This design comes from an exercise in tuning for small area, a short achievable clock period and few clock cycles per item on the open sky130 flow, not from production work. Where RTL was checked, it was by simulation tests only, not by an equivalence proof against the original. For run 1, only the layout was checked, not whether the RTL still works. Power is estimated from default activity; no workload was simulated.

==> config.mk <==
export PLATFORM = sky130hd
export DESIGN_NAME = udp_parser_top
export DESIGN_NICKNAME = udp_parser_top
export VERILOG_FILES = /design/flow/design.v
export SDC_FILE = /design/flow/constraint.sdc
export NUM_CORES = 4
export LEC_CHECK = 0
export CAP_MARGIN = 40
export CORE_MARGIN = 2
export CORE_UTILIZATION = 40
export SLEW_MARGIN = 40
==> constraint.sdc <==
create_clock -name core_clock -period 28.0 [get_ports {clock}]
set_input_delay 5.6000 -clock core_clock [delete_from_list [all_inputs] [get_ports {clock}]]
set_output_delay 5.6000 -clock core_clock [all_outputs]
set_load 0.01 [all_outputs]
==> design.v <==
`timescale 1ns / 1ps
module udp_parser_top(
    input clock,
    input reset,
    input out_tready,
    output in_tready,
    input [255:0] in_tdata,
    input in_tvalid,
    input in_tlast,
    output reg out_tvalid,
    output [255:0] out_tdata
    );
    function [31:0] pick;
        input [31:0] a, b;
        input use_b_ok, is_min;
        begin
            pick = (use_b_ok & ((b > a) ^ is_min)) ? b : a;
        end
    endfunction
    localparam HDR = 2'd0, OPC = 2'd1, DAT = 2'd2;
    reg [1:0] state;
    reg       rdy;
    assign in_tready = rdy;
    wire fire = in_tvalid & rdy;
    reg [255:0] d1;
    reg v1, f1, l1;
    reg op0, op1, op2;               
    always @(posedge clock) begin
        op0 <= (in_tdata[175:160] == 16'd0);
        op1 <= (in_tdata[175:160] == 16'd1);
        op2 <= (in_tdata[175:160] == 16'd2);
        d1 <= in_tdata;
        if (reset) begin
            state <= HDR;
            v1 <= 0; f1 <= 0; l1 <= 0;
        end else begin
            v1 <= fire & (state != HDR);
            f1 <= fire & (state == OPC);
            l1 <= fire & (state == DAT) & in_tlast;
            if (fire) begin
                case (state)
                    HDR: state <= OPC;
                    OPC: state <= DAT;
                    default: if (in_tlast) state <= HDR;
                endcase
            end
        end
    end
    reg m_sum, m_max, m_min;         
    wire s_min = f1 ? op2 : m_min;
    always @(posedge clock)
        if (f1) begin
            m_sum <= op0;
            m_max <= op1;
            m_min <= op2;
        end
    wire mid = ~f1 & ~l1;
    wire [31:0] x0 = d1[0 +: 32], x1 = d1[32 +: 32], x2 = d1[64 +: 32], x3 = d1[96 +: 32];
    wire [31:0] x4 = d1[128 +: 32], x5 = d1[160 +: 32], x6 = d1[192 +: 32], x7 = d1[224 +: 32];
    wire [31:0] p0 = pick(x0, x4, ~l1, s_min);
    wire [31:0] p1 = pick(x1, x5, mid, s_min);
    wire [31:0] p2 = pick(x2, x6, mid, s_min);
    wire [31:0] p3 = pick(x3, x7, mid, s_min);
    wire [31:0] t0 = x5 ^ x6 ^ x7;
    wire [31:0] t1 = {x5[30:0] & x6[30:0] | x5[30:0] & x7[30:0] | x6[30:0] & x7[30:0], 1'b0};
    wire [31:0] bsum_nxt = x0 + x1 + x2 + x3 + (x4 & {32{~l1}})
                         + (t0 & {32{mid}}) + (t1 & {32{mid}});
    reg [31:0] q0, q1, bsum;
    reg v2, f2, l2;
    always @(posedge clock) begin
        q0 <= pick(p0, p2, 1'b1, s_min);
        q1 <= pick(p1, p3, 1'b1, s_min);
        bsum <= bsum_nxt;
        if (reset) begin
            v2 <= 0; f2 <= 0; l2 <= 0;
        end else begin
            v2 <= v1; f2 <= f1; l2 <= v1 & l1;
        end
    end
    wire [31:0] bm = pick(q0, q1, 1'b1, m_min);
    reg  [31:0] acc;
    reg         done;                
    wire [31:0] acc_sum = (f2 ? 32'd0 : acc) + bsum;
    wire [31:0] acc_mm  = f2 ? bm : pick(acc, bm, 1'b1, m_min);
    wire [31:0] acc_nxt = m_sum ? acc_sum : (m_max | m_min) ? acc_mm : 32'd0;
    always @(posedge clock)
        if (v2) acc <= acc_nxt;
    reg  [31:0] obuf;
    reg  [1:0]  owed;                
    wire slot = ~out_tvalid | out_tready;
    wire xfer = done & slot;
    wire take = out_tvalid & out_tready;
    wire last_in = fire & (state == DAT) & in_tlast;
    wire [1:0] owed_nxt = owed + {1'b0, last_in} - {1'b0, take};
    assign out_tdata = {224'd0, obuf};
    always @(posedge clock) begin
        if (slot) obuf <= acc;
        if (reset) begin
            done <= 0;
            out_tvalid <= 0;
            owed <= 0;
            rdy <= 1;
        end else begin
            done <= l2 | (done & ~xfer);
            if (slot) out_tvalid <= done;
            owed <= owed_nxt;
            rdy <= ~owed_nxt[1];
        end
    end
endmodule
==> flow/run.sh <==
#!/bin/bash
# The standard layout (standard.sh), with plain buffers (buf_2) on the
# ports in place of the delay-cell buffers that port buffering picks itself.
# The whole make output goes to standard.log; each ORFS step keeps its own
# log under orfs/logs/.
set -o pipefail
export BUFFER_PORTS_ARGS="-buffer_cell sky130_fd_sc_hd__buf_2"
bash standard.sh > standard.log 2>&1
==> standard.sh <==
#!/bin/bash
# synth_recipe.tcl (not shown) runs the flow's synth.tcl, then flattens the netlist and writes it again
# the make line also repeats each setting of config.mk as NAME=value (left out here)
make -C /OpenROAD-flow-scripts/flow DESIGN_CONFIG=/design/flow/config.mk WORK_HOME=/design/flow/orfs CLKGATE_MAP_FILE= SYNTH_SCRIPT=/design/flow/synth_recipe.tcl "${@:-finish}"
==> flow_metrics.tcl, run 1 <==
set metrics [dict create \
    status "complete, no violations" \
    leakagePower_nw 16.5 \
    finClkSkew_ns 0.0201 \
    design.core.area_sq_mm 0.0703 \
    placementRows 97 \
    wl_per_cell_um 19.4 \
    ios 519 \
    synthCells 2776 \
    ctsHoldBuffers 0 \
    irDropWorstVdd_mv 0.0606 \
    grt_pass1_wl_um 118000 \
    grt.overflow.total 0 \
    ys_ff_latch 435 \
    vias 19600 \
    die_w_um 271 \
    drc 0 \
    drv_slew 0 \
    syn_area_per_cell_sq_um 10.3 \
    crit_fanout 20 \
    antenna_found_initial 2 \
    clkTransAtPathRegs_ns 0.07 \
    worstMarginPinSlew_ns 0.799 \
    grt_max_degree 39 \
    area_delta_synth_final_pct 11.9 \
    timing.fmax_ghz 0.136 \
    cts_resized 0 \
    grt_pass1_vias 19600 \
    dp_hpwl_um 66300 \
    yosysWarnings 1 \
    antenna_left 0 \
    cts_buffers 45 \
    min_period_ns 7.37 \
    synth_edf_count 66 \
    fin_util 0.454 \
    finalCritPeriodShare 0.263 \
    drt_pre_antenna_iters 5 \
    holdWs_ns 0.440 \
    cts_sinks 435 \
    die-area_sq_mm 0.0733 \
    drtIter0Drc 1296 \
    io_buffers 294 \
    crit_type "reg2reg" \
    die-height_um 271 \
    startpoint_type "flip-flop" \
    dp_slack_ns 20.57 \
    finalWeightedCongestion 0.905 \
    async_reset_ff_frac 0 \
    max-slew-margin-rel 0.456 \
    drt_wl_total_um 78700 \
    clkLatencyLatePin_ns 0.58 \
    worst_slack_ns 20.63 \
    ctsLongestPathBuffers 3 \
    fin_tns_setup_ns 0 \
    seq_area_frac_synth 0.329 \
    worstPathArrival_ns 7.88 \
    drive_gt1_frac 0.142 \
    start_util 0.405 \
    postCtsSetupBuffers 0 \
    h-tree-depth 2 \
    hold_viol_final 0 \
    synth_cell_types 74 \
    hold_class "reg2reg" \
    diodes 0 \
    cts_tree "done" \
    finalSetupViolations 0 \
    clockRootBuffer "clkbuf_16" \
    vias_per_cell 4.81 \
    yosys_most_used_dff "dfxtp_1" \
    power_density_mw_per_mm2 96.8 \
    grt_use_total 0.212 \
    num-nets-final 3854 \
    endpoint_kind "flip-flop" \
    cp_data_required_time_ns 28.51 \
    rsz0062_at_grt "no" \
    syn-cell-area_sq_mm 0.0285 \
    maxCapViolCount 0 \
]
report_power, final:
group | total [mW] | internal (mW) | switching, mW
registers | 0.796 | 0.740 | 0.0554
clock network | 0.635 | 0.371 | 0.265
logic | 1.65 | 0.731 | 0.923
total | 3.09 | 1.84 | 1.24
Yosys cell counts, types with 5 or more instances:
| cell type | number | area (sq um) |
|---|---|---|
| a211o_1 | 5 | 43.8 |
| a211oi_1 | 10 | 75.1 |
| a21o_1 | 94 | 706 |
| a21oi_1 | 113 | 566 |
| a22o_1 | 24 | 210 |
| a31oi_1 | 9 | 56.3 |
| and2_1 | 33 | 206 |
| and3_1 | 14 | 87.6 |
| buf_2 | 14 | 70.1 |
| buf_4 | 227 | 1700 |
| clkbuf_1 | 23 | 86.3 |
| dfxtp_1 | 369 | 7390 |
| edfxtp_1 | 66 | 1980 |
| fa_1 | 184 | 3680 |
| ha_1 | 320 | 4000 |
| inv_1 | 434 | 1630 |
| mux2_2 | 27 | 304 |
| mux2i_1 | 197 | 1970 |
| nand2_1 | 70 | 263 |
| nand2b_1 | 45 | 282 |
| nand3_1 | 24 | 120 |
| nand4_1 | 56 | 350 |
| nor2_1 | 104 | 390 |
| nor2b_1 | 32 | 200 |
| nor3_1 | 21 | 105 |
| nor4_1 | 6 | 37.5 |
| o211ai_1 | 10 | 75.1 |
| o21a_1 | 16 | 120 |
| o21ai_0 | 68 | 340 |
| o21bai_1 | 8 | 60.1 |
| or2_2 | 5 | 31.3 |
| or3_1 | 6 | 37.5 |
| xnor2_1 | 53 | 464 |
| xor2_1 | 14 | 123 |
cell usage in the layout, fill, tap and decap left out, types with 24 or more instances in the layout:
cell       netlist  final
a21o_1          94     94
inv_1          434    434
nand2_1         70     70
fa_1           184    184
nor2_1         104    102
clkbuf_16        0     47
a21oi_1        113    113
a22o_1          24     24
nand2b_1        45     45
nand4_1         56     56
edfxtp_1        66     66
xnor2_1         53     51
ha_1           320    320
and2_1          33     33
mux2i_1        197    194
mux2_2          27     27
nor2b_1         32     32
o21ai_0         68     68
conb_1           1    224
dfxtp_1        369    369
buf_2           14    294
nand3_1         24     24
critical path, cell delays in order (launching register included):
cell	delay [ns]
dfxtp_1	0.40
inv_1	0.07
ha_1	0.31
a21o_1	0.18
a21o_1	0.17
a21oi_1	0.35
o211ai_1	0.15
a221oi_1	0.58
a41oi_1	0.11
a21oi_2	0.24
mux2i_4	0.73
buf_4	0.52
mux2i_1	0.35
ha_1	0.30
a21oi_1	0.15
nor2b_1	0.06
o21ai_0	0.15
a21oi_1	0.10
o21a_1	0.18
o21ai_0	0.42
a2111oi_0	0.19
o21ai_0	0.47
xnor2_4	0.33
buf_4	0.50
mux2i_1	0.24
layout make-up:
class                      count  area, sq um
multi-input combinational   1863        16500
inverter                     434         1630
clock inverter                27          295
sequential                   435         9370
timing repair buffer         310         1600
clock buffer                  54         1260
tap                          940         1180
fill                        6723        38400
routing by layer:
layer | up-vias | share of wire | routed length, um | track usage
met1 | 9316 | 0.47 | 37000 | 0.297
li1 | 9513 | - | - | -
met3 | 90 | 0.053 | 4210 | 0.0312
met4 | 2 | 0.023 | 1820 | 0.0535
met2 | 631 | 0.45 | 35600 | 0.343
met5 | - | 0.00015 | 12 | 0
registers in the layout, summed over array words and instances (netlist names), 2 cells and up:
register,flops
d1,256
acc,32
bsum,32
obuf,32
q0,32
q1,32
owed,2
state,2
cells by family (layout without fill, tap and decap cells):
family	count (synthesis)	in the layout	synth area share
buf+inv	701	825	0.124
fa+ha+maj	504	504	0.270
flops	435	435	0.329
simple gates	428	428	0.0777
compound gates	410	410	0.0963
mux	229	229	0.0820
xor+xnor	68	68	0.0212
other cells	1	224	0.000132
final timing paths:
check | endpoint | slack (ns) | from | cells after the start
setup reg to reg | q0[7] | 20.63 | d1[25] | 24
hold reg to reg | done | 0.44 | l2 | 2
setup / recovery | q0[7] | 20.63 | d1[25] | 24
hold / removal | done | 0.44 | l2 | 2
through the flow:
step	instances	total power [mW]	instance area, sq um
floorplan	2999	2.03	29300
global placement	3981	2.44	30300
detailed placement	3982	2.44	30300
CTS	4063	3.09	31900
global route	4063	3.32	31900
finish	4063	3.09	31900
==> run 2: changes to the inputs <==
--- a/design.v
+++ b/design.v
@@ -25,11 +25,13 @@
     reg [255:0] d1;
     reg v1, f1, l1;
     reg op0, op1, op2;               
+    wire ok4 = ~((state == DAT) & in_tlast);
+    wire ok5 = (state == DAT) & ~in_tlast;
     always @(posedge clock) begin
         op0 <= (in_tdata[175:160] == 16'd0);
         op1 <= (in_tdata[175:160] == 16'd1);
         op2 <= (in_tdata[175:160] == 16'd2);
-        d1 <= in_tdata;
+        d1 <= {in_tdata[255:160] & {96{ok5}}, in_tdata[159:128] & {32{ok4}}, in_tdata[127:0]};
         if (reset) begin
             state <= HDR;
             v1 <= 0; f1 <= 0; l1 <= 0;
@@ -61,16 +63,12 @@
     wire [31:0] p1 = pick(x1, x5, mid, s_min);
     wire [31:0] p2 = pick(x2, x6, mid, s_min);
     wire [31:0] p3 = pick(x3, x7, mid, s_min);
-    wire [31:0] t0 = x5 ^ x6 ^ x7;
-    wire [31:0] t1 = {x5[30:0] & x6[30:0] | x5[30:0] & x7[30:0] | x6[30:0] & x7[30:0], 1'b0};
-    wire [31:0] bsum_nxt = x0 + x1 + x2 + x3 + (x4 & {32{~l1}})
-                         + (t0 & {32{mid}}) + (t1 & {32{mid}});
     reg [31:0] q0, q1, bsum;
     reg v2, f2, l2;
     always @(posedge clock) begin
         q0 <= pick(p0, p2, 1'b1, s_min);
         q1 <= pick(p1, p3, 1'b1, s_min);
-        bsum <= bsum_nxt;
+        bsum <= ((x0 + x1) + (x2 + x3)) + ((x4 + x5) + (x6 + x7));
         if (reset) begin
             v2 <= 0; f2 <= 0; l2 <= 0;
         end else begin
--- a/config.mk
+++ b/config.mk
@@ -8,4 +8,6 @@
 export CAP_MARGIN = 40
 export CORE_MARGIN = 2
 export CORE_UTILIZATION = 40
+export CTS_CLUSTER_DIAMETER = 100
+export CTS_CLUSTER_SIZE = 24
 export SLEW_MARGIN = 40
==> run 2 against run 1 <==
  * Critical endpoint is now rdy
  * Wire length rose by 1.9%
  * Sequential share of layout area grew 0.14 points
  * Critical path depth decreased by 13
  * Sequential power decreased by 6.3%
  * Die area up 2.0%
  * Clock-buffer cell count fell by 25
  * First-iteration DRC count down 9.1%
  * Total power down 28%
  * Final cell count rose by 1.8%
  * Area after synthesis rose by 2.0%
  * Hold slack gained 0.0059 ns
==> flow_metrics.tcl, run 2 <==
set metrics [dict create \
    cts_buffers 26 \
    fillers 6927 \
    status "complete, no violations" \
    antenna_left 0 \
    reg2reg_setup_slack_ns 21.18 \
    syn-cell-area_sq_mm 0.0291 \
    ys_ff_latch 435 \
    area_delta_synth_final_pct 9.14 \
    drt_pre_antenna_iters 5 \
    grt_max_degree 97 \
    startpoint_type "input port" \
    power_density_mw_per_mm2 69.9 \
    yosysMostFrequentCell "inv_1" \
    hold_class "reg2reg" \
    hold_viol_final 0 \
    crit_start "in_tlast" \
    max-slew-margin-rel 0.428 \
    ctsHoldBuffers 0 \
    h-tree-depth 1 \
    num-nets-final 3937 \
    finalSetupViolations 0 \
    clockRootBuffer "clkbuf_16" \
    grt_pass1_wl_um 119000 \
    drtIter0Drc 1178 \
    leakagePower_nw 16.4 \
    dpl.cell_count 4093 \
    fin_cells 4137 \
    dp_hpwl_um 67800 \
    cts_sinks 435 \
    maxCapViolCount 0 \
    fin_tns_setup_ns 0 \
    drc 0 \
    synth_area_leaders "dfxtp_1 (25%), ha_1 (14%), fa_1 (13%)" \
    clkLatencyLatePin_ns 0.63 \
    ctsLongestPathBuffers 3 \
    synthCells 2881 \
    io_buffers 294 \
    drive_gt1_frac 0.128 \
    crit_fanout 34 \
    top_register "d1" \
    hp-start "l2" \
    finClkSkew_ns 0.0571 \
    vias 20000 \
    synth_edf_count 66 \
    finalCritPeriodShare 0.248 \
    grt_use_total 0.212 \
    synth_top_area_share 0.254 \
    grt_pass1_vias 20100 \
    min_period_ns 6.95 \
    finalWeightedCongestion 0.903 \
    worstPathArrival_ns 7.44 \
    syn_area_per_cell_sq_um 10.1 \
    drv_slew 0 \
    drt_wl_total_um 80100 \
    async_reset_ff_frac 0 \
    layout_common_cells "inv_1 (461), dfxtp_1 (369), ha_1 (321), buf_2 (294), conb_1 (224)" \
    timing.rr.start "d1[87]" \
    fin_area_sq_mm 0.0317 \
    dp_slack_ns 20.40 \
    yosysWarnings 1 \
    synthTopCellsByCount "inv_1 (461), dfxtp_1 (369), ha_1 (321), buf_4 (230), mux2i_1 (199)" \
    grt.overflow.total 0 \
    place_area_sq_mm 0.0309 \
    die_w_um 274 \
    rsz0062_at_grt "no" \
    die-area_sq_mm 0.0748 \
    worst_slack_ns 21.05 \
    endpoint_kind "flip-flop" \
    antenna_found_initial 5 \
    layout_commonest_cell "inv_1" \
    start_util 0.405 \
    yosys_most_used_dff "dfxtp_1" \
    placementRows 98 \
    clkTransAtPathRegs_ns 0.09 \
    worstMarginPinSlew_ns 0.837 \
    vias_per_cell 4.83 \
    wl_per_cell_um 19.4 \
    cp_data_required_time_ns 28.49 \
    cpMaxStageDelayCell "or2_2" \
    path_cells "buf_2 -> nand3b_1 -> buf_4 -> or2_2 -> ha_1 -> inv_1 -> ha_1 -> xnor2_1 -> xnor2_1 -> nor2b_1 -> inv_1" \
    irDropWorstVdd_mv 0.0490 \
    synth_cell_types 77 \
    largest_reg_flops 256 \
    timing.fmax_ghz 0.144 \
    cts_resized 0 \
    design.core.area_sq_mm 0.0717 \
    max_stage_delay_ns 0.36 \
    ios 519 \
    cts_tree "done" \
    yosysTopAreaCell "dfxtp_1" \
    crit_type "in2reg" \
    postCtsSetupBuffers 0 \
    die-height_um 274 \
    seq_area_frac_synth 0.322 \
]
## run 2: final timing paths
kind / end / depth (start not counted)
max: rdy / 11
min: done / 2
max reg2reg: q0[24] / 22
min reg2reg: done / 2
## run 2: power breakdown
group          total, mW  switching [mW]  internal, mW
sequential         0.746          0.0438         0.702
clock              0.418           0.238         0.180
combinational       1.05           0.603         0.448
## run 2: per-stage QoR
step           utilization  total power [mW]  hold slack (ns)
6_report             0.442              2.22            0.446
4_1_cts              0.442              2.22            0.445
5_1_grt              0.442              2.38            0.467
3_3_place_gp         0.430              1.79            0.424
2_1_floorplan            -              1.52            0.386
3_5_place_dp         0.430              1.80            0.421
## run 2: final cells by class
type / instances / area [sq um] / share of cell area
Antenna cell: 1 / 2.50 / 0.0000789
Clock buffer: 29 / 662 / 0.0209
Clock inverter: 14 / 169 / 0.00533
Inverter: 462 / 1730 / 0.0547
Multi-Input combinational cell: 1935 / 17000 / 0.536
Sequential cell: 435 / 9370 / 0.295
Tap cell: 950 / 1190 / 0.0375
Timing Repair Buffer: 311 / 1600 / 0.0505
## run 2: routing by layer
metal	track usage	part of all wire	vias to the layer above	wire (um)
li1	-	-	9752	-
met5	0	0.00030	-	24
met2	0.337	0.45	609	35900
met3	0.0328	0.058	98	4660
met4	0.0594	0.028	4	2220
met1	0.298	0.47	9532	37300
## run 2: logic make-up after synthesis
kind of cell / synth area share
buffers and inverters: 0.126
adder cells (fa/ha/maj): 0.265
AO/OA/AOI/OAI: 0.0940
XOR/XNOR: 0.0202
AND/OR/NAND/NOR: 0.0920
other: 0.000129
flip-flops: 0.322
multiplexers: 0.0806
## run 2: critical path: cells and delay by family
kind	cells	cell delay (ns)
fa+ha+maj	2	0.45
buf+inv	4	0.51
xor+xnor	2	0.29
simple gates	3	0.61
Testbench counts of run 2, summed over its fixed seeds: cycles 6,503, packets 512.
==> run 3: changes to the inputs <==
--- a/config.mk
+++ b/config.mk
@@ -8,6 +8,4 @@
 export CAP_MARGIN = 40
 export CORE_MARGIN = 2
 export CORE_UTILIZATION = 40
-export CTS_CLUSTER_DIAMETER = 100
-export CTS_CLUSTER_SIZE = 24
 export SLEW_MARGIN = 40
==> run 3 against run 2 <==
  * Still clean on timing, DRC and antenna
  * Fmax decreased by 0.24%
  * Wire length increased by 1.0%
  * Sequential share of layout area decreased by 0.83 points
  * Critical path depth unchanged
  * Setup slack got worse by 0.017 ns
  * Final cell count increased by 1.2%
  * Hold slack got worse by 0.0067 ns
  * Critical path type unchanged
  * Critical endpoint unchanged
==> flow_metrics.tcl, run 3 <==
set metrics [dict create \
    drc 0 \
    clkTransAtPathRegs_ns 0.06 \
    yosysTopAreaCell "dfxtp_1" \
    start_util 0.405 \
    cts_buffers 50 \
    syn-cell-area_sq_mm 0.0291 \
    reg2regPathDepth 22 \
    design.core.area_sq_mm 0.0717 \
    maxCapViolCount 0 \
    top_register "d1" \
    placementRows 98 \
    yosys_most_used_dff "dfxtp_1" \
    dp_slack_ns 20.40 \
    grt.overflow.total 0 \
    largest_reg_flops 256 \
    ctsHoldBuffers 0 \
    power_density_mw_per_mm2 76.3 \
    ios 519 \
    fin_tns_setup_ns 0 \
    synthTopCellsByCount "inv_1 (461), dfxtp_1 (369), ha_1 (321), buf_4 (230), mux2i_1 (199)" \
    vias_per_cell 4.82 \
    clockRootBuffer "clkbuf_16" \
    vias 20200 \
    yosysMostFrequentCell "inv_1" \
    seqCellArea_sq_mm 0.00937 \
    die-height_um 274 \
    max-slew-margin-rel 0.389 \
    irDropWorstVdd_mv 0.0469 \
    finalSetupViolations 0 \
    hold_depth 2 \
    startpoint_type "input port" \
    drt_pre_antenna_iters 5 \
    status "complete, no violations" \
    rsz0062_at_grt "no" \
    leakagePower_nw 16.8 \
    num-nets-final 3961 \
    cts_tree "done" \
    hold_class "reg2reg" \
    worstPathArrival_ns 7.44 \
    grt_pass1_wl_um 121000 \
    synth_cell_types 77 \
    area_delta_synth_final_pct 12.3 \
    drv_slew 0 \
    synth_area_leaders "dfxtp_1 (25%), ha_1 (14%), fa_1 (13%)" \
    cts_resized 0 \
    grt_pass1_vias 20400 \
    endpoint_kind "flip-flop" \
    die-area_sq_mm 0.0748 \
    finClkSkew_ns 0.0391 \
    cp_data_required_time_ns 28.47 \
    drtIter0Drc 1218 \
    wl_per_cell_um 19.3 \
    clkLatencyLatePin_ns 0.61 \
    ctsLongestPathBuffers 3 \
    synth_top_area_share 0.254 \
    postCtsSetupBuffers 0 \
    layout_commonest_cell "inv_1" \
    crit_fanout 34 \
    die_w_um 274 \
    synth_edf_count 66 \
    synthCells 2881 \
    fin_area_sq_mm 0.0326 \
    drt_wl_total_um 80900 \
    ys_ff_latch 435 \
    async_reset_ff_frac 0 \
    grt_use_total 0.215 \
    min_period_ns 6.97 \
    seq_area_frac_synth 0.322 \
    h-tree-depth 2 \
    yosysWarnings 1 \
    finalCritPeriodShare 0.249 \
    timing.fmax_ghz 0.143 \
    grt_max_degree 97 \
    worst_slack_ns 21.03 \
    io_buffers 294 \
    crit_type "in2reg" \
    place_area_sq_mm 0.0309 \
    worstMarginPinSlew_ns 0.894 \
    fin_util 0.455 \
    hold_viol_final 0 \
    layout_common_cells "inv_1 (461), dfxtp_1 (369), ha_1 (321), buf_2 (294), conb_1 (224)" \
    syn_area_per_cell_sq_um 10.1 \
    multi_input_area_sq_mm 0.0170 \
    holdWs_ns 0.439 \
    finalWeightedCongestion 0.903 \
    cts_sinks 435 \
    antenna_found_initial 5 \
    dp_hpwl_um 67800 \
    drive_gt1_frac 0.140 \
    antenna_left 0 \
    fillers 6837 \
]
==> run 3: cell count changes in the layout (fill, tap and decap cells not counted), moves of 3 or more <==
cell       before  now
clkbuf_16      26   52
bufinv_16       0    5
clkinv_8        6    2
inv_6           3    0
clkbuf_8        0   10
clkinv_4        0    3
clkinv_2        2    8
clkbuf_1        3    8
==> run 3: critical path, stage by stage <==
cell      delay (ns)
buf_2           0.12
nand3b_1        0.08
buf_4           0.29
or2_2           0.36
ha_1            0.28
inv_1           0.04
ha_1            0.17
xnor2_1         0.16
xnor2_1         0.13
nor2b_1         0.16
inv_1           0.05
==> run 3: path summary, 6_finish.rpt <==
path | startpoint | endpoint | slack, ns
max | in_tlast | rdy | 21.03
min | l2 | done | 0.44
max reg2reg | d1[41] | q1[0] | 21.18
min reg2reg | l2 | done | 0.44
==> run 3: cell type report <==
class / count / area share
inverter: 462 / 0.0532
clock inverter: 21 / 0.00828
timing repair buffer: 311 / 0.0491
tap: 950 / 0.0364
clock buffer: 71 / 0.0453
antenna: 1 / 0.0000767
sequential: 435 / 0.287
multi-input combinational: 1935 / 0.521
==> run 3: routing by layer <==
metal | global-route usage | routed length (um) | vias to the layer above
met3 | 0.0418 | 5030 | 131
met4 | 0.0719 | 2630 | 4
li1 | - | - | 9834
met1 | 0.297 | 37200 | 9614
met2 | 0.337 | 36000 | 612
met5 | 0 | 24 | -
==> run 3: stage by stage <==
stage | power (mW) | instances
after floorplan | 1.52 | 3104
after global placement | 1.79 | 4093
after detailed placement | 1.80 | 4093
after CTS | 2.50 | 4185
after global routing | 2.66 | 4185
final | 2.49 | 4186
==> run 3: kinds of logic after synthesis <==
family                     after synthesis  synth area share
DFF                                    435             0.322
adders and majority gates              505             0.265
and+or+nand+nor                        492            0.0920
muxes                                  230            0.0806
buffers and inverters                  734             0.126
AOI/OAI and AO/OA                      417            0.0940
other                                    1          0.000129
xor gates and xnor gates                67            0.0202
==> run 3: power breakdown <==
group | leakage, nW | switching (mW) | internal (mW)
clock | 0.860 | 0.274 | 0.414
combinational | 12.2 | 0.606 | 0.449
sequential | 3.73 | 0.0440 | 0.703
total | 16.8 | 0.924 | 1.57
==> run 4: changes to the inputs <==
--- a/design.v
+++ b/design.v
@@ -23,11 +23,17 @@
     assign in_tready = rdy;
     wire fire = in_tvalid & rdy;
     reg [255:0] d1;
+    integer i;
     reg v1, f1, l1;
+    reg [15:0] cg, ce;
     reg op0, op1, op2;               
     wire ok4 = ~((state == DAT) & in_tlast);
     wire ok5 = (state == DAT) & ~in_tlast;
     always @(posedge clock) begin
+        for (i = 0; i < 16; i = i + 1) begin
+            cg[i] <= in_tdata[128 + 32 * (i / 4) + 8 * (i % 4) +: 8] > in_tdata[32 * (i / 4) + 8 * (i % 4) +: 8];
+            ce[i] <= in_tdata[128 + 32 * (i / 4) + 8 * (i % 4) +: 8] == in_tdata[32 * (i / 4) + 8 * (i % 4) +: 8];
+        end
         op0 <= (in_tdata[175:160] == 16'd0);
         op1 <= (in_tdata[175:160] == 16'd1);
         op2 <= (in_tdata[175:160] == 16'd2);
@@ -49,6 +55,7 @@
         end
     end
     reg m_sum, m_max, m_min;         
+    wire s_sum = f1 ? op0 : m_sum;
     wire s_min = f1 ? op2 : m_min;
     always @(posedge clock)
         if (f1) begin
@@ -59,16 +66,27 @@
     wire mid = ~f1 & ~l1;
     wire [31:0] x0 = d1[0 +: 32], x1 = d1[32 +: 32], x2 = d1[64 +: 32], x3 = d1[96 +: 32];
     wire [31:0] x4 = d1[128 +: 32], x5 = d1[160 +: 32], x6 = d1[192 +: 32], x7 = d1[224 +: 32];
-    wire [31:0] p0 = pick(x0, x4, ~l1, s_min);
-    wire [31:0] p1 = pick(x1, x5, mid, s_min);
-    wire [31:0] p2 = pick(x2, x6, mid, s_min);
-    wire [31:0] p3 = pick(x3, x7, mid, s_min);
-    reg [31:0] q0, q1, bsum;
+    function gt4;
+        input [3:0] g, e;
+        begin
+            gt4 = g[3] | e[3] & (g[2] | e[2] & (g[1] | e[1] & g[0]));
+        end
+    endfunction
+    wire [3:0] sel;
+    assign sel[0] = ~l1 & (gt4(cg[3:0], ce[3:0]) ^ s_min);
+    assign sel[1] = mid & (gt4(cg[7:4], ce[7:4]) ^ s_min);
+    assign sel[2] = mid & (gt4(cg[11:8], ce[11:8]) ^ s_min);
+    assign sel[3] = mid & (gt4(cg[15:12], ce[15:12]) ^ s_min);
+    wire [31:0] p0 = sel[0] ? x4 : x0;
+    wire [31:0] p1 = sel[1] ? x5 : x1;
+    wire [31:0] p2 = sel[2] ? x6 : x2;
+    wire [31:0] p3 = sel[3] ? x7 : x3;
+    reg [31:0] q0, q1;
     reg v2, f2, l2;
     always @(posedge clock) begin
         q0 <= pick(p0, p2, 1'b1, s_min);
-        q1 <= pick(p1, p3, 1'b1, s_min);
-        bsum <= ((x0 + x1) + (x2 + x3)) + ((x4 + x5) + (x6 + x7));
+        q1 <= s_sum ? ((x0 + x1) + (x2 + x3)) + ((x4 + x5) + (x6 + x7))
+                    : pick(p1, p3, 1'b1, s_min);
         if (reset) begin
             v2 <= 0; f2 <= 0; l2 <= 0;
         end else begin
@@ -78,31 +96,34 @@
     wire [31:0] bm = pick(q0, q1, 1'b1, m_min);
     reg  [31:0] acc;
     reg         done;                
-    wire [31:0] acc_sum = (f2 ? 32'd0 : acc) + bsum;
+    wire [31:0] acc_sum = (f2 ? 32'd0 : acc) + q1;
     wire [31:0] acc_mm  = f2 ? bm : pick(acc, bm, 1'b1, m_min);
     wire [31:0] acc_nxt = m_sum ? acc_sum : (m_max | m_min) ? acc_mm : 32'd0;
     always @(posedge clock)
         if (v2) acc <= acc_nxt;
     reg  [31:0] obuf;
-    reg  [1:0]  owed;                
+    reg         owed1, owed2;
     wire slot = ~out_tvalid | out_tready;
     wire xfer = done & slot;
     wire take = out_tvalid & out_tready;
     wire last_in = fire & (state == DAT) & in_tlast;
-    wire [1:0] owed_nxt = owed + {1'b0, last_in} - {1'b0, take};
+    wire owed2_nxt = ~take & (owed2 | (owed1 & last_in));
+    wire owed1_nxt = last_in | (take ? owed2 : owed1);
     assign out_tdata = {224'd0, obuf};
     always @(posedge clock) begin
         if (slot) obuf <= acc;
         if (reset) begin
             done <= 0;
             out_tvalid <= 0;
-            owed <= 0;
+            owed1 <= 0;
+            owed2 <= 0;
             rdy <= 1;
         end else begin
             done <= l2 | (done & ~xfer);
             if (slot) out_tvalid <= done;
-            owed <= owed_nxt;
-            rdy <= ~owed_nxt[1];
+            owed1 <= owed1_nxt;
+            owed2 <= owed2_nxt;
+            rdy <= take | ~owed2 | ((state == HDR) & ~fire);
         end
     end
 endmodule
--- a/config.mk
+++ b/config.mk
@@ -8,4 +8,6 @@
 export CAP_MARGIN = 40
 export CORE_MARGIN = 2
 export CORE_UTILIZATION = 40
+export CTS_CLUSTER_DIAMETER = 60
+export CTS_CLUSTER_SIZE = 40
 export SLEW_MARGIN = 40
==> run 4 against run 3 <==
  * Setup slack better by 0.16 ns
  * Sequential power is 0.5% lower
  * Still clean on timing, DRC and antenna
  * Critical path depth is 1 higher
  * Global-route usage is 1.0 points lower
  * Flip-flop and latch count is 4 lower
  * Highest routed layer unchanged
  * Critical endpoint is now cg[1]
  * Hold slack worse by 0.028 ns
==> flow_metrics.tcl, run 4 <==
set metrics [dict create \
    grt_pass1_vias 20200 \
    cp_data_required_time_ns 28.49 \
    power.total_mw 2.55 \
    vias_per_cell 4.75 \
    power_density_mw_per_mm2 78.8 \
    power.share.clock 0.224 \
    crit_start "in_tdata[9]" \
    crit_cells 12 \
    timing.rr.start "f1" \
    postCtsSetupBuffers 0 \
    synthTopCellsByCount "inv_1 (408), dfxtp_1 (366), ha_1 (319), buf_4 (224), fa_1 (184)" \
    p_sw_mw 1.04 \
    drc 0 \
    grt_max_degree 79 \
    timing.fmax_ghz 0.147 \
    syn_area_per_cell_sq_um 9.74 \
    cts_sinks 431 \
    die-area_sq_mm 0.0751 \
    reg2regPathDepth 18 \
    drt_pre_antenna_iters 5 \
    path_cells "buf_2 -> inv_1 -> ha_1 -> nor2b_1 -> o21a_1 -> o21a_1 -> o21a_1 -> o21a_1 -> o21ai_0 -> nand2b_1 -> a21oi_1 -> nor2_1" \
    finalCritPeriodShare 0.243 \
    startpoint_type "input port" \
    ctsLongestPathBuffers 3 \
    fillers 7096 \
    max_stage_delay_ns 0.30 \
    dp_slack_ns 20.63 \
    finalSetupViolations 0 \
    min_period_ns 6.81 \
    irDropWorstVdd_mv 0.0449 \
    io_buffers 294 \
    cts_tree "done" \
    ios 519 \
    seqCellArea_sq_mm 0.00928 \
    leakagePower_nw 15.9 \
    placementRows 99 \
    drt_wl_total_um 77500 \
    synth_area_leaders "dfxtp_1 (25%), ha_1 (14%), fa_1 (13%)" \
    intPower_mw 1.51 \
    ctsHoldBuffers 0 \
    worstMarginPinSlew_ns 0.746 \
    drv_slew 0 \
    layout_commonest_cell "inv_1" \
    crit_top_cell "o21a_1" \
    largest_reg_flops 256 \
    hold_class "reg2reg" \
    ys_ff_latch 431 \
    cts_buffers 37 \
    async_reset_ff_frac 0 \
    antenna_left 0 \
    crit_type "in2reg" \
    seq_area_frac_synth 0.318 \
    syn-cell-area_sq_mm 0.0292 \
    worst-path-buf-inv 2 \
    layout_common_cells "inv_1 (407), dfxtp_1 (366), ha_1 (319), buf_2 (294), conb_1 (224)" \
    design.core.area_sq_mm 0.0726 \
    cts_resized 0 \
    wl_per_cell_um 18.2 \
    hold_viol_final 0 \
    antenna_found_initial 4 \
    maxCapViolCount 0 \
    num-nets-final 4043 \
    synth_cell_types 70 \
    switching_share 0.408 \
    hold_depth 1 \
    h-tree-depth 2 \
    start_util 0.402 \
    yosysTopAreaCell "dfxtp_1" \
    grt_pass1_wl_um 118000 \
    yosysWarnings 1 \
    hp-start "owed2" \
    synth_edf_count 65 \
    cpMaxStageDelayCell "ha_1" \
    clkLatencyLatePin_ns 0.60 \
    multi_input_area_sq_mm 0.0173 \
    drive_gt1_frac 0.133 \
    grt_use_total 0.205 \
    worst_slack_ns 21.19 \
    status "complete, no violations" \
    drtIter0Drc 1122 \
    finalWeightedCongestion 0.881 \
    synthCells 2996 \
    die_w_um 274 \
    worstPathArrival_ns 7.30 \
    clockRootBuffer "clkbuf_16" \
    p_seq_frac 0.292 \
    endpoint_kind "flip-flop" \
    combPwrFrac 0.484 \
    dp_hpwl_um 65900 \
    max-slew-margin-rel 0.501 \
    finClkSkew_ns 0.0421 \
    cp_top_family "compound AO/OA/AOI/OAI gates" \
    clkTransAtPathRegs_ns 0.09 \
    fin_tns_setup_ns 0 \
    yosysMostFrequentCell "inv_1" \
    area_delta_synth_final_pct 10.7 \
    rsz0062_at_grt "no" \
    top_register "d1" \
    crit_fanout 2 \
    yosys_most_used_dff "dfxtp_1" \
    vias 20300 \
    die-height_um 274 \
    grt.overflow.total 0 \
    synth_top_area_share 0.251 \
]
==> run 4: path summary, 6_finish.rpt <==
| kind | to | slack (ns) |
|---|---|---|
| setup / recovery | cg[1] | 21.19 |
| hold / removal | rdy | 0.41 |
| hold reg to reg | rdy | 0.41 |
| setup reg to reg | q0[22] | 21.53 |
==> run 4: layout make-up <==
cell class / count / area share
multi-input cells: 2090 / 0.536
well taps: 959 / 0.0371
inverters: 409 / 0.0475
repair buffers: 310 / 0.0493
flip-flops and latches: 431 / 0.287
diodes: 2 / 0.000155
clock buffers: 38 / 0.0291
clock inverters: 29 / 0.0137
==> run 4: power by group through the flow <==
stage / Clock (mW) / Combinational (mW) / Sequential, mW
2_1_floorplan: 0 / 0.958 / 0.730
3_3_place_gp: 0 / 1.21 / 0.757
3_5_place_dp: 0 / 1.22 / 0.757
4_1_cts: 0.586 / 1.23 / 0.743
5_1_grt: 0.610 / 1.38 / 0.750
6_report: 0.571 / 1.23 / 0.743
==> run 4: cells by family after synthesis <==
family                     count (synthesis)  synth area share
buffers and inverters                    698             0.120
muxes                                    147            0.0522
other                                      1          0.000128
adders and majority gates                503             0.263
AOI/OAI and AO/OA                        514             0.115
DFF                                      431             0.318
xor gates and xnor gates                  70            0.0213
and+or+nand+nor                          632             0.111
==> run 4: routing by layer <==
layer | vias up | global-route usage | share of wire
li1 | 10200 | - | -
met2 | 513 | 0.324 | 0.45
met1 | 9533 | 0.293 | 0.48
met5 | - | 0 | 0.000065
met4 | 2 | 0.0543 | 0.026
met3 | 84 | 0.0275 | 0.049
==> run 4: metrics by stage <==
step	cell area, sq um	util	hold WS [ns]	cells
final	32300	0.445	0.411	4268
after CTS	32300	0.445	0.408	4266
after global routing	32300	0.445	0.423	4267
after floorplan	30000	-	0.371	3219
after global placement	30900	0.426	0.397	4199
after detailed placement	30900	0.426	0.392	4199
==> run 4: worst register-to-register path: cells and delay by family, from the launching register on <==
family                     cells  cell delay (ns)
AOI/OAI and AO/OA              6             1.59
xor gates and xnor gates       2             0.71
adders and majority gates      1             0.30
buffers and inverters          4             1.30
DFF                            1             0.56
muxes                          3             1.50
and+or+nand+nor                2             0.37
Testbench counts of run 4, summed over its fixed seeds: cycles 6,481, packets 512.
==> run 5: changes to the inputs <==
--- a/config.mk
+++ b/config.mk
@@ -5,9 +5,10 @@
 export SDC_FILE = /design/flow/constraint.sdc
 export NUM_CORES = 4
 export LEC_CHECK = 0
+export ABC_AREA = 1
 export CAP_MARGIN = 40
 export CORE_MARGIN = 2
 export CORE_UTILIZATION = 40
-export CTS_CLUSTER_DIAMETER = 60
-export CTS_CLUSTER_SIZE = 40
+export CTS_CLUSTER_DIAMETER = 100
+export CTS_CLUSTER_SIZE = 24
 export SLEW_MARGIN = 40
==> run 5 against run 4 <==
  * Still clean
  * Area after synthesis increased by 8.1%
  * Register-to-register slack gained 0.50 ns
  * First-iteration DRC count grew 49%
  * Clock-buffer cell count down 11
  * Flip-flop and latch count stayed put
  * Sequential power up 5.2%
  * Die area rose by 8.0%
  * Clock skew is 0.016 ns lower
  * Via count rose by 26%
  * Synthesized cell count rose by 37%
  * Critical path depth down 11
==> flow_metrics.tcl, run 5 <==
set metrics [dict create \
    vias 25700 \
    drive_gt1_frac 0.0924 \
    worstPathArrival_ns 1.17 \
    seqCellArea_sq_mm 0.00928 \
    timing.fmax_ghz 0.148 \
    met3_usage 0.0306 \
    p_seq_frac 0.256 \
    busiest_layer "met2" \
    finClkSkew_ns 0.0259 \
    num-nets-final 5103 \
    startpoint_type "flip-flop" \
    whs_endpoint "v2" \
    layout_commonest_cell "inv_1" \
    synth_edf_count 65 \
    rsz0062_at_grt "no" \
    clkLatencyLatePin_ns 0.61 \
    finalCritPeriodShare 0.242 \
    endpoint_kind "primary output" \
    dp_hpwl_um 79300 \
    wl_per_cell_um 17.3 \
    drc 0 \
    ios 519 \
    antenna_left 0 \
    synth_top_area_share 0.232 \
    status "complete, no violations" \
    die_w_um 285 \
    die-area_sq_mm 0.0811 \
    cts_buffers 26 \
    maxCapViolCount 0 \
    synthCells 4091 \
    syn-cell-area_sq_mm 0.0315 \
    hp-start "v1" \
    timing.rr.start "f1" \
    die-height_um 285 \
    ys_ff_latch 431 \
    seq_area_frac_synth 0.294 \
    crit_fanout 1 \
    synthTopCellsByCount "inv_1 (833), nand2_1 (650), nor2_1 (369), dfxtp_1 (366), nand3_1 (330)" \
    reg2regPathDepth 21 \
    area_delta_synth_final_pct 8.06 \
    worstMarginPinSlew_ns 0.832 \
    cts_resized 0 \
    grt_use_total 0.226 \
    grtUsageMet2 0.387 \
    dp_slack_ns 20.72 \
    drt_wl_total_um 93100 \
    worst_slack_ns 21.23 \
    yosysTopAreaCell "dfxtp_1" \
    finalSetupViolations 0 \
    top_register "d1" \
    hold_depth 2 \
    worst-path-buf-inv 1 \
    antenna_found_initial 8 \
    io_buffers 294 \
    cp_top_family "flip-flops" \
    hold_class "reg2reg" \
    fin_tns_setup_ns 0 \
    placementRows 102 \
    grt_max_degree 75 \
    hold_viol_final 0 \
    cpMaxStageDelayCell "edfxtp_1" \
    min_period_ns 6.77 \
    yosys_most_used_dff "dfxtp_1" \
    path_cells "buf_2" \
    clkTransAtPathRegs_ns 0.10 \
    design.core.area_sq_mm 0.0777 \
    drv_slew 0 \
    irDropWorstVdd_mv 0.0566 \
    drt_pre_antenna_iters 7 \
    vias_per_cell 4.76 \
    start_util 0.406 \
    finalWeightedCongestion 0.904 \
    grt_pass1_wl_um 143000 \
    power_density_mw_per_mm2 89.8 \
    cts_tree "done" \
    cts_sinks 431 \
    ctsHoldBuffers 0 \
    power.share.clock 0.136 \
    crit_type "reg2out" \
    syn_area_per_cell_sq_um 7.71 \
    leakagePower_nw 18.3 \
    largest_reg_flops 256 \
    cp_data_required_time_ns 22.40 \
    clockRootBuffer "clkbuf_16" \
    synth_cell_types 52 \
    grt.overflow.total 0 \
    switching_share 0.494 \
    postCtsSetupBuffers 0 \
    synth_area_leaders "dfxtp_1 (23%), ha_1 (13%), fa_1 (12%)" \
    drtIter0Drc 1676 \
    reg2reg_setup_slack_ns 22.03 \
    diodes 0 \
    grt_pass1_vias 25600 \
    async_reset_ff_frac 0 \
    fillers 8110 \
    h-tree-depth 1 \
    multi_input_area_sq_mm 0.0179 \
    layout_common_cells "inv_1 (830), nand2_1 (648), nor2_1 (368), dfxtp_1 (366), nand3_1 (328)" \
    intPower_mw 1.55 \
    p_sw_mw 1.51 \
    ctsLongestPathBuffers 3 \
    yosysMostFrequentCell "inv_1" \
    max_stage_delay_ns 0.40 \
    met1_usage 0.301 \
    yosysWarnings 1 \
    timing.rr.end "q0[22]" \
    max-slew-margin-rel 0.445 \
    combPwrFrac 0.608 \
]
==> run 5: logic make-up (layout without fill, tap and decap cells) <==
logic type,count (synthesis),count (layout),synth area share
other cells,1,224,0.000119
buf+inv,1153,1190,0.166
xor+xnor,31,31,0.00861
fa+ha+maj,503,503,0.243
flops,431,431,0.294
compound gates,470,470,0.0832
simple gates,1502,1502,0.204
==> run 5: power groups by stage <==
stage                     sequential [mW]  combinational (mW)  clock, mW
final                               0.782                1.86      0.417
after floorplan                     0.761                1.36          0
after CTS                           0.782                1.85      0.427
after detailed placement            0.796                1.84          0
after global routing                0.790                2.12      0.446
after global placement              0.795                1.82          0
==> run 5: worst max-delay path by stage <==
| stage | slack [ns] | to | startpoint | cells after the start |
|---|---|---|---|---|
| 2_1_floorplan | 21.23 | cg[11] | in_tdata[91] | 6 |
| 3_3_place_gp | 20.68 | cg[13] | in_tdata[107] | 9 |
| 3_5_place_dp | 20.72 | cg[13] | in_tdata[107] | 9 |
| 4_1_cts | 21.16 | out_tdata[24] | obuf[24] | 1 |
| 5_1_grt | 21.17 | out_tdata[24] | obuf[24] | 1 |
| 6_report | 21.23 | out_tdata[24] | obuf[24] | 1 |
==> run 5: final cells by class <==
cell class / instances / share of cell area
inverters: 836 / 0.0921
multi-input cells: 2730 / 0.525
clock inverters: 13 / 0.00452
clock buffers: 27 / 0.0198
flip-flops and latches: 431 / 0.272
repair buffers: 314 / 0.0479
well taps: 1040 / 0.0382
==> run 5: per-layer routing <==
metal / part of all wire / up-vias
met5: 0.00027 / -
li1: - / 12900
met3: 0.058 / 116
met2: 0.47 / 726
met1: 0.44 / 11900
met4: 0.028 / 4
==> run 5: metrics by stage <==
step	utilization	hold slack, ns	area, sq um	cells	power, mW
after floorplan	-	0.386	32400	4314	2.12
after global placement	0.427	0.420	33200	5350	2.62
after detailed placement	0.428	0.432	33200	5350	2.64
after CTS	0.438	0.452	34100	5390	3.06
after global routing	0.439	0.470	34100	5391	3.36
final	0.439	0.449	34100	5391	3.06
==> run 6: changes to the inputs <==
--- a/config.mk
+++ b/config.mk
@@ -5,7 +5,6 @@
 export SDC_FILE = /design/flow/constraint.sdc
 export NUM_CORES = 4
 export LEC_CHECK = 0
-export ABC_AREA = 1
 export CAP_MARGIN = 40
 export CORE_MARGIN = 2
 export CORE_UTILIZATION = 40
==> run 6 against run 5 <==
  * Utilization shrank 0.20 points
  * Clock-buffer cell count is the same
  * Highest routed layer unchanged
  * Still clean
  * Wire length shrank 17%
  * Sequential share of layout area grew 2.1 points
  * Critical path depth grew 11
==> flow_metrics.tcl, run 6 <==
set metrics [dict create \
    status "complete, no violations" \
    drive_gt1_frac 0.124 \
    reg2regPathDepth 18 \
    synthTopCellsByCount "inv_1 (408), dfxtp_1 (366), ha_1 (319), buf_4 (224), fa_1 (184)" \
    worstMarginPinSlew_ns 0.735 \
    drc 0 \
    num-nets-final 4031 \
    dp_slack_ns 20.63 \
    grt.overflow.total 0 \
    ys_ff_latch 431 \
    maxCapViolCount 0 \
    drt_pre_antenna_iters 5 \
    ctsHoldBuffers 0 \
    grt_pass1_wl_um 118000 \
    hold_class "reg2reg" \
    antenna_found_initial 3 \
    synth_cell_types 70 \
    worst_slack_ns 21.20 \
    endpoint_kind "flip-flop" \
    fin_tns_setup_ns 0 \
    die_w_um 274 \
    cp_data_required_time_ns 28.49 \
    largest_reg_flops 256 \
    design.core.area_sq_mm 0.0726 \
    io_buffers 294 \
    layout_common_cells "inv_1 (407), dfxtp_1 (366), ha_1 (319), buf_2 (294), conb_1 (224)" \
    power_density_mw_per_mm2 74.8 \
    vias_per_cell 4.77 \
    drtIter0Drc 1049 \
    cts_resized 0 \
    drv_slew 0 \
    wl_per_cell_um 18.2 \
    ctsLongestPathBuffers 3 \
    synthCells 2996 \
    antenna_left 0 \
    worstPathArrival_ns 7.28 \
    finalWeightedCongestion 0.881 \
    vias 20200 \
    crit_type "in2reg" \
    syn_area_per_cell_sq_um 9.74 \
    postCtsSetupBuffers 0 \
    timing.fmax_ghz 0.147 \
    startpoint_type "input port" \
    grt_use_total 0.203 \
    hold_depth 1 \
    cts_tree "done" \
    finClkSkew_ns 0.0300 \
    die-height_um 274 \
    finalCritPeriodShare 0.243 \
    yosys_most_used_dff "dfxtp_1" \
    rsz0062_at_grt "no" \
    clockRootBuffer "clkbuf_16" \
    cts_sinks 431 \
    clkLatencyLatePin_ns 0.59 \
    grt_pass1_vias 20100 \
    dp_hpwl_um 65900 \
    syn-cell-area_sq_mm 0.0292 \
    seq_area_frac_synth 0.318 \
    top_register "d1" \
    leakagePower_nw 15.6 \
    irDropWorstVdd_mv 0.0603 \
    die-area_sq_mm 0.0751 \
    yosysMostFrequentCell "inv_1" \
    yosysWarnings 1 \
    yosysTopAreaCell "dfxtp_1" \
    crit_fanout 2 \
    hold_viol_final 0 \
    cts_buffers 25 \
    power.total_mw 2.37 \
    clkTransAtPathRegs_ns 0.09 \
    area_delta_synth_final_pct 8.58 \
    finalSetupViolations 0 \
    synth_edf_count 65 \
    fin_util 0.437 \
    layout_commonest_cell "inv_1" \
    async_reset_ff_frac 0 \
    synth_area_leaders "dfxtp_1 (25%), ha_1 (14%), fa_1 (13%)" \
    drt_wl_total_um 77200 \
    max-slew-margin-rel 0.507 \
    placementRows 99 \
    ios 519 \
    fillers 7159 \
    grt_max_degree 79 \
    start_util 0.402 \
    synth_top_area_share 0.251 \
    h-tree-depth 1 \
    min_period_ns 6.80 \
]
[run 6: changes by cell type in the layout (fill, tap and decap cells not counted), sizes merged, moves of 38 or more]
cell,change
o21ai,-72
a21oi,-87
mux2,+39
a21o,+60
nand3,-314
o21a,+40
nor2b,+38
inv,-429
nor2,-186
nand2,-559
and2,+127
mux2i,+108
[run 6: worst paths after layout]
kind | from | end | slack [ns]
max | in_tdata[9] | cg[1] | 21.20
min | owed2 | rdy | 0.41
max reg2reg | f1 | q0[9] | 21.63
min reg2reg | owed2 | rdy | 0.41
[run 6: layout make-up]
cell class	count	area (sq um)	area share
clock inverters	8	129	0.00407
flip-flops and latches	431	9280	0.293
repair buffers	310	1590	0.0502
multi-input cells	2090	17300	0.546
clock buffers	27	633	0.0200
diodes	2	5.00	0.000158
inverters	409	1540	0.0484
well taps	959	1200	0.0379
[run 6: cells by family after synthesis]
| family | synth area share |
|---|---|
| multiplexers | 0.0522 |
| AND/OR/NAND/NOR | 0.111 |
| buffers and inverters | 0.120 |
| other | 0.000128 |
| XOR/XNOR | 0.0213 |
| flip-flops | 0.318 |
| adder cells (fa/ha/maj) | 0.263 |
| AO/OA/AOI/OAI | 0.115 |
[run 6: critical path, stage by stage]
cell	delay, ns
buf_2	0.09
inv_1	0.04
ha_1	0.30
nor2b_1	0.14
o21a_1	0.16
o21a_1	0.20
o21a_1	0.17
o21a_1	0.15
o21ai_0	0.16
nand2b_1	0.08
a21oi_1	0.14
nor2_1	0.05
[run 6: per-stage QoR]
step	cell area [sq um]	hold WS [ns]	instances
finish	31700	0.409	4236
global route	31700	0.431	4235
CTS	31700	0.413	4234
detailed placement	30900	0.392	4199
global placement	30900	0.397	4199
floorplan	30000	0.371	3219
[run 6: report_power, final]
| group | leakage [nW] | switching (mW) | internal [mW] |
|---|---|---|---|
| Clock | 0.366 | 0.226 | 0.171 |
| Combinational | 11.5 | 0.688 | 0.543 |
| Sequential | 3.69 | 0.0565 | 0.687 |
[run 6: per-layer routing]
layer	global-route usage	vias to the layer above	part of all wire
met3	0.0188	51	0.044
met5	0	-	0.00016
met1	0.295	9550	0.48
met4	0.0333	2	0.014
li1	-	10100	-
met2	0.332	483	0.46
==> run 7: changes to the inputs <==
--- a/config.mk
+++ b/config.mk
@@ -7,7 +7,8 @@
 export LEC_CHECK = 0
 export CAP_MARGIN = 40
 export CORE_MARGIN = 2
-export CORE_UTILIZATION = 40
+export CORE_UTILIZATION = 60
 export CTS_CLUSTER_DIAMETER = 100
 export CTS_CLUSTER_SIZE = 24
+export PLACE_DENSITY = 0.7
 export SLEW_MARGIN = 40
==> run 7 against run 6 <==
  * Still clean on timing, DRC and antenna
  * Register-to-register slack worse by 0.09 ns
  * Synthesized cell count unchanged
  * Clock skew increased by 0.0019 ns
  * First-iteration DRC count is 57% higher
  * Wire length increased by 2.5%
  * Via count up 5.1%
  * Hold slack improved by 0.024 ns
  * Largest cell class unchanged
  * Highest routed layer unchanged
==> flow_metrics.tcl, run 7 <==
set metrics [dict create \
    status "complete, no violations" \
    synth_edf_count 65 \
    maxCapViolCount 0 \
    io_buffers 294 \
    finalWeightedCongestion 0.966 \
    hp-start "owed2" \
    grt_pass1_wl_um 120000 \
    cts_resized 0 \
    ios 519 \
    design.core.area_sq_mm 0.0478 \
    yosysMostFrequentCell "inv_1" \
    clockRootBuffer "clkbuf_16" \
    die-height_um 225 \
    endpoint_kind "flip-flop" \
    met1_usage 0.417 \
    die-area_sq_mm 0.0504 \
    grt.overflow.total 0 \
    worst-path-buf-inv 2 \
    worstMarginPinSlew_ns 0.774 \
    power.share.clock 0.153 \
    yosysWarnings 1 \
    ctsHoldBuffers 0 \
    irDropWorstVdd_mv 0.0416 \
    async_reset_ff_frac 0 \
    finalSetupViolations 0 \
    layout_common_cells "inv_1 (407), dfxtp_1 (366), ha_1 (319), buf_2 (294), conb_1 (224)" \
    dp_hpwl_um 66600 \
    syn-cell-area_sq_mm 0.0292 \
    synth_area_leaders "dfxtp_1 (25%), ha_1 (14%), fa_1 (13%)" \
    drt_pre_antenna_iters 6 \
    drv_slew 0 \
    fin_cells 3890 \
    num-nets-final 4027 \
    met3_usage 0.0302 \
    synth_cell_types 70 \
    seq_area_frac_synth 0.318 \
    cts_tree "done" \
    whs_endpoint "rdy" \
    combPwrFrac 0.531 \
    crit_fanout 2 \
    leakagePower_nw 15.5 \
    grt_max_degree 97 \
    grtUsageMet2 0.521 \
    syn_area_per_cell_sq_um 9.74 \
    grt_use_total 0.310 \
    synthCells 2996 \
    crit_type "in2reg" \
    busiest_layer "met2" \
    ctsLongestPathBuffers 3 \
    path_cells "buf_2 -> inv_1 -> ha_1 -> nor2b_1 -> o21a_1 -> o21a_1 -> o21a_1 -> o21a_1 -> o21ai_0 -> nand2b_1 -> a21oi_1 -> nor2_1" \
    top_register "d1" \
    drt_wl_total_um 79200 \
    antenna_left 0 \
    ys_ff_latch 431 \
    vias_per_cell 5.45 \
    cp_data_required_time_ns 28.47 \
    power_density_mw_per_mm2 75.9 \
    fillers 4031 \
    wl_per_cell_um 20.4 \
    power.total_mw 2.36 \
    synth_top_area_share 0.251 \
    p_seq_frac 0.316 \
    drc 0 \
    drtIter0Drc 1642 \
    start_util 0.610 \
    crit_top_cell "o21a_1" \
    antenna_found_initial 8 \
    min_period_ns 6.81 \
    reg2reg_setup_slack_ns 21.54 \
    area_delta_synth_final_pct 6.56 \
    drive_gt1_frac 0.121 \
    cts_sinks 431 \
    p_sw_mw 0.977 \
    worstPathArrival_ns 7.28 \
    hold_class "reg2reg" \
    die_w_um 225 \
    timing.rr.start "q0[9]" \
    yosysTopAreaCell "dfxtp_1" \
    finalCritPeriodShare 0.243 \
    intPower_mw 1.38 \
    layout_commonest_cell "inv_1" \
    h-tree-depth 1 \
    max_stage_delay_ns 0.29 \
    timing.rr.end "acc[18]" \
    timing.fmax_ghz 0.147 \
    synthTopCellsByCount "inv_1 (408), dfxtp_1 (366), ha_1 (319), buf_4 (224), fa_1 (184)" \
    hold_viol_final 0 \
    dpl.cell_count 3854 \
    placementRows 80 \
    grt_pass1_vias 21200 \
    vias 21200 \
    finClkSkew_ns 0.0318 \
    cts_buffers 22 \
    postCtsSetupBuffers 0 \
    clkTransAtPathRegs_ns 0.10 \
    largest_reg_flops 256 \
    clkLatencyLatePin_ns 0.59 \
    reg2regPathDepth 22 \
    max-slew-margin-rel 0.479 \
    fin_tns_setup_ns 0 \
    yosys_most_used_dff "dfxtp_1" \
    rsz0062_at_grt "no" \
    cpMaxStageDelayCell "ha_1" \
    startpoint_type "input port" \
    switching_share 0.414 \
    cp_top_family "compound AO/OA/AOI/OAI gates" \
    hold_depth 1 \
]
==> run 7: cell types whose count changed in the layout (fill, tap and decap cells not counted), sizes merged <==
cell	delta
buf	-1
clkinv	-1
diode	+3
inv	-3
==> run 7: worst reg2reg max path, stage by stage, from the launching register on <==
cell and delay (ns):
dfxtp_1 0.42, inv_1 0.07, ha_1 0.30, nand4_1 0.13, or4_4 0.52, a21oi_1 0.21, a211o_1 0.14, o21bai_1 0.11
a41oi_2 0.26, xnor2_2 0.15, buf_4 0.27, mux2_2 0.39, ha_1 0.30, a21o_1 0.16, a21o_1 0.16, a21oi_1 0.31
o211ai_1 0.16, a221o_1 0.32, o21a_1 0.19, o31ai_1 0.37, xnor2_1 0.17, o31a_1 0.62, buf_4 0.42
==> run 7: area by class of cell <==
type,count,area [sq um],share of cell area
multi-input combinational,2090,17300,0.556
timing repair buffer,309,1590,0.0511
clock buffer,27,591,0.0190
inverter,409,1540,0.0494
clock inverter,4,35.0,0.00113
sequential,431,9280,0.298
tap,615,769,0.0247
antenna,5,12.5,0.000402
==> run 7: power by group through the flow <==
stage               Clock [mW]  Sequential (mW)  Combinational [mW]
CTS                      0.364            0.745                1.24
finish                   0.360            0.746                1.26
global route             0.383            0.752                1.39
detailed placement           0            0.759                1.23
floorplan                    0            0.730               0.958
global placement             0            0.757                1.21
==> run 7: how the worst max path moves through the flow <==
stage	startpoint	end	slack, ns	depth (start not counted)
4_1_cts	in_tdata[73]	cg[9]	21.25	12
3_5_place_dp	in_tdata[57]	cg[7]	20.62	12
5_1_grt	in_tdata[25]	cg[3]	21.06	12
3_3_place_gp	in_tdata[17]	cg[2]	20.67	12
6_report	in_tdata[57]	cg[7]	21.19	12
2_1_floorplan	in_tdata[121]	cg[15]	20.88	11
==> run 7: routing by layer <==
layer	vias up	wire, um
li1	10100	-
met1	10200	34500
met2	735	37500
met3	148	4040
met4	4	3090
met5	-	19
==> run 7: kinds of logic after synthesis <==
kind of cell,synth area share
buffers and inverters,0.120
DFF,0.318
and+or+nand+nor,0.111
muxes,0.0522
other,0.000128
AOI/OAI and AO/OA,0.115
xor gates and xnor gates,0.0213
adders and majority gates,0.263
==> run 7: metrics by stage <==
step	hold slack (ns)	cell area [sq um]	setup WS, ns	util
finish	0.433	31100	21.19	0.650
floorplan	0.371	30000	20.88	-
detailed placement	0.404	30500	20.62	0.637
CTS	0.433	31100	21.25	0.650
global placement	0.395	30500	20.67	0.636
global route	0.443	31100	21.06	0.650
==> run 8: changes to the inputs <==
==> flow/run.sh (replaced) <==
#!/bin/bash
set -o pipefail
export BUFFER_PORTS_ARGS="-buffer_cell sky130_fd_sc_hd__buf_2"
export CTS_ARGS="-sink_clustering_enable -repair_clock_nets -sink_clustering_size 24 -sink_clustering_max_diameter 100 -dont_use_dummy_load"
bash standard.sh > standard.log 2>&1
--- a/config.mk
+++ b/config.mk
@@ -7,8 +7,7 @@
 export LEC_CHECK = 0
 export CAP_MARGIN = 40
 export CORE_MARGIN = 2
-export CORE_UTILIZATION = 60
+export CORE_UTILIZATION = 40
 export CTS_CLUSTER_DIAMETER = 100
 export CTS_CLUSTER_SIZE = 24
-export PLACE_DENSITY = 0.7
 export SLEW_MARGIN = 40
==> run 8 against run 7 <==
  * Global-route usage shrank 11 points
  * Register-to-register slack better by 0.09 ns
  * Final cell count up 8.6%
  * Sequential share of layout area is 0.43 points lower
  * Critical endpoint is now cg[2]
  * Critical path depth stayed put
  * Clock power about the same
  * Highest routed layer unchanged
  * Sequential power about the same
  * Synthesized cell count unchanged
  * Via count shrank 4.8%
  * Clock skew is 0.028 ns higher
==> flow_metrics.tcl, run 8 <==
set metrics [dict create \
    status "complete, no violations" \
    hold_class "reg2reg" \
    endpoint_kind "flip-flop" \
    synth_cell_types 70 \
    synthTopCellsByCount "inv_1 (408), dfxtp_1 (366), ha_1 (319), buf_4 (224), fa_1 (184)" \
    min_period_ns 6.81 \
    vias_per_cell 4.78 \
    finalWeightedCongestion 0.881 \
    grt_use_total 0.203 \
    antenna_found_initial 3 \
    rsz0062_at_grt "no" \
    cts_buffers 25 \
    drc 0 \
    drt_wl_total_um 77200 \
    synthCells 2996 \
    cpMaxStageDelayCell "ha_1" \
    layout_commonest_cell "inv_1" \
    irDropWorstVdd_mv 0.0609 \
    grt_max_degree 79 \
    clockRootBuffer "clkbuf_16" \
    finClkSkew_ns 0.0599 \
    cp_top_family "compound AO/OA/AOI/OAI gates" \
    timing.rr.end "q0[22]" \
    crit_type "in2reg" \
    synth_top_area_share 0.251 \
    reg2regPathDepth 18 \
    antenna_left 0 \
    largest_reg_flops 256 \
    synth_edf_count 65 \
    leakagePower_nw 15.5 \
    timing.rr.start "f1" \
    grt_pass1_wl_um 118000 \
    grt.overflow.total 0 \
    fin_tns_setup_ns 0 \
    worst-path-buf-inv 2 \
    crit_top_cell "o21a_1" \
    timing.fmax_ghz 0.147 \
    ctsLongestPathBuffers 3 \
    drv_slew 0 \
    clkTransAtPathRegs_ns 0.09 \
    async_reset_ff_frac 0 \
    finalCritPeriodShare 0.243 \
    drtIter0Drc 1172 \
    synthMuxAreaShare 0.0522 \
    synth-xor-area-share 0.0213 \
    ys_ff_latch 431 \
    worstPathArrival_ns 7.27 \
    seq_area_frac_synth 0.318 \
    synth_area_leaders "dfxtp_1 (25%), ha_1 (14%), fa_1 (13%)" \
    cts_resized 0 \
    synth-compound-area-share 0.115 \
    synth_fa_ha_area_frac 0.263 \
    fin_area_sq_mm 0.0316 \
    power.total_mw 2.34 \
    drt_pre_antenna_iters 5 \
    crit_fanout 2 \
    postCtsSetupBuffers 0 \
    ctsHoldBuffers 0 \
    cts_tree "done" \
    die-height_um 274 \
    synth_top_family_by_area "adder cells" \
    synthSimpleGateAreaFrac 0.111 \
    reg2reg_setup_slack_ns 21.63 \
    clkLatencyLatePin_ns 0.59 \
    power_density_mw_per_mm2 74.0 \
    drive_gt1_frac 0.122 \
    yosysMostFrequentCell "inv_1" \
    yosysTopAreaCell "dfxtp_1" \
    yosysWarnings 1 \
    yosys_most_used_dff "dfxtp_1" \
    crit_cells 12 \
    syn-cell-area_sq_mm 0.0292 \
    io_buffers 294 \
    maxCapViolCount 0 \
    wl_per_cell_um 18.3 \
    die_w_um 274 \
    dpl.cell_count 4199 \
    ios 519 \
    finalSetupViolations 0 \
    syn_area_per_cell_sq_um 9.74 \
    fin_cells 4225 \
    critPathCapture "cg[2]" \
    dp_hpwl_um 65900 \
    max-slew-margin-rel 0.502 \
    worstMarginPinSlew_ns 0.743 \
    startpoint_type "input port" \
    layout_common_cells "inv_1 (407), dfxtp_1 (366), ha_1 (319), buf_2 (294), conb_1 (224)" \
    hold_viol_final 0 \
    area_delta_synth_final_pct 8.11 \
    start_util 0.402 \
    crit_start "in_tdata[17]" \
    cp_data_required_time_ns 28.46 \
    placementRows 99 \
    top_register "d1" \
    die-area_sq_mm 0.0751 \
    path_cells "buf_2 -> inv_1 -> ha_1 -> nor2b_1 -> o21a_1 -> o21a_1 -> o21a_1 -> o21a_1 -> o21ai_0 -> nand2b_1 -> a21oi_1 -> nor2_1" \
    grt_pass1_vias 20100 \
    cts_sinks 431 \
    vias 20200 \
    h-tree-depth 1 \
    place_area_sq_mm 0.0309 \
    design.core.area_sq_mm 0.0726 \
    max_stage_delay_ns 0.29 \
    num-nets-final 4031 \
]
-- run 8: cell counts after synthesis --
No cell type changed its count.
-- run 8: logic make-up after synthesis --
| family | Yosys count |
|---|---|
| AO/OA/AOI/OAI | 514 |
| XOR/XNOR | 70 |
| adder cells (fa/ha/maj) | 503 |
| AND/OR/NAND/NOR | 632 |
| multiplexers | 147 |
| flip-flops | 431 |
| buffers and inverters | 698 |
| other | 1 |
-- run 8: worst min path at each step --
stage | start | endpoint | slack [ns] | depth (start not counted)
after floorplan | owed2 | rdy | 0.37 | 1
after global placement | owed2 | rdy | 0.40 | 1
after detailed placement | owed2 | rdy | 0.39 | 1
after CTS | owed2 | rdy | 0.41 | 1
after global routing | owed2 | rdy | 0.43 | 1
final | owed2 | rdy | 0.41 | 1
-- run 8: layer usage --
metal | wire (um) | track usage | vias up
li1 | - | - | 10100
met1 | 37200 | 0.294 | 9567
met2 | 35400 | 0.333 | 477
met3 | 3420 | 0.0186 | 58
met4 | 1150 | 0.0333 | 2
met5 | 12 | 0 | -
-- run 8: worst reg2reg max path, cell delays in order (launching register included) --
cell	delay [ns]
dfxtp_1	0.58
mux2i_2	0.64
inv_2	0.27
xnor2_1	0.21
nand2_2	0.23
buf_4	0.52
mux2i_1	0.43
inv_1	0.07
ha_1	0.31
nor2b_1	0.13
o21a_1	0.16
o21ai_0	0.16
a21oi_1	0.11
o31a_1	0.23
o21ai_0	0.49
a31oi_1	0.32
xnor2_4	0.51
buf_4	0.44
mux2i_1	0.45
-- run 8: where the power goes --
part	internal [mW]	switching, mW
clock	0.158	0.203
sequential	0.687	0.0562
combinational	0.543	0.688
total	1.39	0.948
-- run 8: final cells by class --
cell class,instances,area [sq um]
repair buffers,310,1590
clock buffers,25,626
flip-flops and latches,431,9280
well taps,959,1200
multi-input cells,2090,17300
fillers,7167,41000
diodes,1,2.50
inverters,409,1540
-- run 8: per-stage QoR --
stage                util  hold slack, ns  setup slack (ns)
finish              0.435           0.406             21.19
global route        0.435           0.427             21.10
CTS                 0.435           0.410             21.20
detailed placement  0.426           0.392             20.63
global placement    0.426           0.397             20.67
floorplan               -           0.371             20.88

## separate check: timing with driven ports
No port has a modelled driver above. Below, the same layouts with a new extraction and two added sets of constraints.
Step 1 sets driving cells, clkbuf_16 on the clock port and buf_2 on the other inputs (assumed; they add their load-dependent delay and slew).
Step 2 adds t to the input delays and takes it off the output delays; t is the mean of the earliest and latest rising clock arrival at the registers after step 1. Input paths then give back, and output paths get back, about the clock's delay inside the block.
Three values: ideal, step 1, step 2; two values: the first two.
run	t (ns)	setup slack, ns	clock arrival spread, ns	worst slew at a driven data input, ns
run 1	0.641	20.631 / 20.631 / 20.576	0.020 / 0.021	0.07
run 2	0.662	21.046 / 21.082 / 20.419	0.057 / 0.057	0.10
run 3	0.655	21.029 / 21.066 / 20.411	0.039 / 0.039	0.09
run 4	0.633	21.193 / 21.193 / 20.596	0.043 / 0.043	0.07
run 5	0.666	21.235 / 21.168 / 20.741	0.026 / 0.026	0.07
run 6	0.631	21.203 / 21.166 / 20.605	0.030 / 0.031	0.07
run 7	0.635	21.194 / 21.207 / 20.598	0.031 / 0.032	0.11
run 8	0.613	21.194 / 21.192 / 20.614	0.060 / 0.060	0.07
After both steps setup and hold are still met in every run listed. For run 2, which loses most, drivers alone change the setup slack by +0.036 ns; drivers and shift together by -0.627 ns.
